Context: an optimization exercise on an open-source flow, tuned for small area. The choices shown serve that exercise and are no tape-out recipe.
Only simulation tests tie the RTL to the original design; equivalence was not proved.

Setup of the baseline:
## CC
module CC(
           clk,
           rst_n,
           in_valid,
           mode,
           xi,
           yi,
           out_valid,
           xo,
           yo
       );
Size: about 1400 cells after synthesis, ~160 flip-flops, ~0.012 mm² of cells after synthesis.
clock: 50.0 ns
lec_check: 0
cap_margin: 20
core_margin: 2
core_utilization: 40
cts_buf_list: sky130_fd_sc_hd__clkbuf_8
place_density: 0.6
slew_margin: 20
run.sh (not shown) runs the stock make flow with config.mk's settings and CLKGATE_MAP_FILE= SYNTH_SCRIPT=/design/flow/synth_recipe.tcl, a recipe that flattens the netlist after the stock synthesis.
Changes in the candidate relative to the baseline:
- CTS_BUF_LIST: sky130_fd_sc_hd__clkbuf_8 -> unset
Notes after the runs:
For top achievable clock speed, the candidate and the baseline come out practically identical. The candidate -> the baseline: cell count flat. | time the worst path needs with I/O delays and setup | the candidate vs the baseline | worse |. Delta (the candidate minus the baseline): via count of the first global-routing pass now sits at about the same level. Summary of the candidate over the baseline: stage delay of the slowest cell on the critical path comparable, count of clock-buffer cells in the layout now larger, number of nets at the end of the flow comparable, layout overhead on the synthesized area now larger.

---

CC, a different RTL version from the one above (not shown whole).
Size in the first run: about 130 flip-flops, roughly 38 I/O pins.
clock: 50.0 ns
lec_check: 0
cap_margin: 0
core_margin: 2
core_utilization: 40
cts_buf_list: sky130_fd_sc_hd__clkbuf_8
place_density: 0.6
slew_margin: 0
standard.sh (not shown) runs the stock make flow with config.mk's settings and CLKGATE_MAP_FILE= SYNTH_SCRIPT=/design/flow/synth_recipe.tcl, a recipe that flattens the netlist after the stock synthesis.
==> flow/flow/run.sh <==
#!/bin/bash
export CTS_ARGS="-sink_clustering_enable -repair_clock_nets -dont_use_dummy_load -buf_list sky130_fd_sc_hd__clkbuf_8"
export BUFFER_PORTS_ARGS="-buffer_cell sky130_fd_sc_hd__buf_1"
bash standard.sh > standard.log 2>&1
The baseline produced a clean layout.
==> next run, changes <==
Settings changed: CAP_MARGIN 0 to 20, SLEW_MARGIN 0 to 20.
After rerunning: Critical path depth stays the same. Via count barely changes. Cell area stays flat. Utilization stays flat. Final cell count hardly moves. First-iteration DRC count is lower by 2.0%. Clock-buffer cell count is unchanged. Area after synthesis does not change.

---

Another version of the RTL of CC (not shown whole).
For scale: roughly 1300 cells after synthesis, ~160 flip-flops, about 38 I/O pins.
Settings: LEC_CHECK=0, CAP_MARGIN=20, CORE_MARGIN=2, CORE_UTILIZATION=40, CTS_BUF_LIST=sky130_fd_sc_hd__clkbuf_8, GPL_TIMING_DRIVEN=0, PLACE_DENSITY=0.6, SLEW_MARGIN=20; clock period 50.0 ns.
run.sh (not shown) runs the stock make flow with config.mk's settings and CLKGATE_MAP_FILE= SYNTH_SCRIPT=/design/flow/synth_recipe.tcl, a recipe that flattens the netlist after the stock synthesis.
Stock flow here: none of the scripts above is used.
Edit:
GPL_TIMING_DRIVEN = unset   (was 0)
Setup slack gets better by 0.41 ns; non-clock buffer count is lower by 44; final area is lower by about 0.8%; maximum frequency is higher by 3.2%; via count is lower by 2.5%; register-to-register slack gets worse by 0.27 ns; wire length is lower by about 5.5%.

---

Setup of run 1:
Another version of the RTL of CC (not shown whole).
Size: ~1000 cells after synthesis, ~9100 sq um of cells after synthesis.
export LEC_CHECK = 0
export CAP_MARGIN = 20
export CORE_MARGIN = 2
export CORE_UTILIZATION = 40
export CTS_BUF_LIST = sky130_fd_sc_hd__clkbuf_8
export PLACE_DENSITY = 0.6
export SLEW_MARGIN = 20
create_clock -name core_clock -period 50.0 [get_ports {clk}]
standard.sh (not shown) runs the stock make flow with config.mk's settings and CLKGATE_MAP_FILE= SYNTH_SCRIPT=/design/flow/synth_recipe.tcl, a recipe that flattens the netlist after the stock synthesis.
==> flow/flow/run.sh <==
#!/bin/bash
cp standard.sh standard.sh.txt
export CTS_ARGS="-sink_clustering_enable -repair_clock_nets -dont_use_dummy_load -buf_list sky130_fd_sc_hd__clkbuf_8"
bash standard.sh > standard.log 2>&1
Run 1 finished every stage and its layout cleared the timing, DRC and antenna checks.
diff inputs: run 1 => run 2
==> flow/run.sh (new file) <==
#!/bin/bash
# synth_recipe.tcl (not shown) runs the flow's synth.tcl, then flattens the netlist and writes it again
# the make line also repeats each setting of config.mk as NAME=value (left out here)
make -C /OpenROAD-flow-scripts/flow DESIGN_CONFIG=/design/flow/config.mk WORK_HOME=/design/flow/orfs CLKGATE_MAP_FILE= SYNTH_SCRIPT=/design/flow/synth_recipe.tcl finish
removed: flow/flow/run.sh
removed: flow/standard.sh
### Flow results
From run 1 to run 2 the numbers moved as follows: post-CTS setup buffer count level, per-cell routed wire length has decreased, ratio of final minimum period to clock period about even.
Edits applied to the flow inputs when going from run 2 to run 3:
Settings: CTS_CLUSTER_DIAMETER newly set to 100; CTS_CLUSTER_SIZE newly set to 30.
--- outcome ---
Re total routed wirelength: no difference whatsoever between run 3 and run 2.
Re met3 routing resource usage after global routing: no difference whatsoever between run 3 and run 2.
Global-route usage over all layers: run 2 vs run 3, no meaningful difference
Number of vias per cell came out exactly the same in run 2 and run 3.

==> port drivers added, routing unchanged <==
The results above use ideal ports. As a check the final layouts listed here were re-extracted and re-timed, cells and wires unchanged.
Step 1 (the two cells are an assumption about what drives the block):
set clk [get_ports {clk}]
set_driving_cell -lib_cell sky130_fd_sc_hd__clkbuf_16 $clk
set_driving_cell -lib_cell sky130_fd_sc_hd__buf_2 [delete_from_list [all_inputs] $clk]
Step 2 moves the port delays by t, midway between the first and last clock arrival at a register: inputs arrive t later, outputs are due t later. That takes back most of the time a late clock gives input paths.
Slacks: no drivers / after step 1 / after step 2; pairs: no drivers / after step 1.
run	t, ns	slack for setup (ns)	hold WS [ns]	clock arrival spread, ns	cell pins on the clock port's net
the baseline	0.536	37.209 / 37.230 / 36.694	0.532 / 0.532 / 0.532	0.023 / 0.023	1
the candidate	0.494	37.175 / 37.201 / 36.707	0.531 / 0.531 / 0.531	0.019 / 0.020	1
the first run of note 2	0.488	30.823 / 30.836 / 30.348	0.482 / 0.482 / 0.482	0.026 / 0.026	1
the second run of note 2	0.486	30.823 / 30.835 / 30.348	0.490 / 0.490 / 0.490	0.029 / 0.029	1
the first run of note 3	0.541	36.943 / 36.968 / 36.427	0.510 / 0.510 / 0.510	0.030 / 0.030	1
the second run of note 3	0.542	37.352 / 37.383 / 36.841	0.501 / 0.501 / 0.501	0.019 / 0.019	1
run 1	0.500	36.078 / 36.096 / 35.595	0.485 / 0.485 / 0.485	0.019 / 0.019	1
run 2	0.510	36.096 / 36.115 / 35.605	0.489 / 0.489 / 0.489	0.014 / 0.014	1
run 3	0.510	36.096 / 36.115 / 35.605	0.489 / 0.489 / 0.489	0.014 / 0.014	1
After both steps every run listed still meets setup and hold. The setup slack of the first run of note 3, which loses most, moves by +0.025 ns with the drivers and by -0.516 ns with both steps.
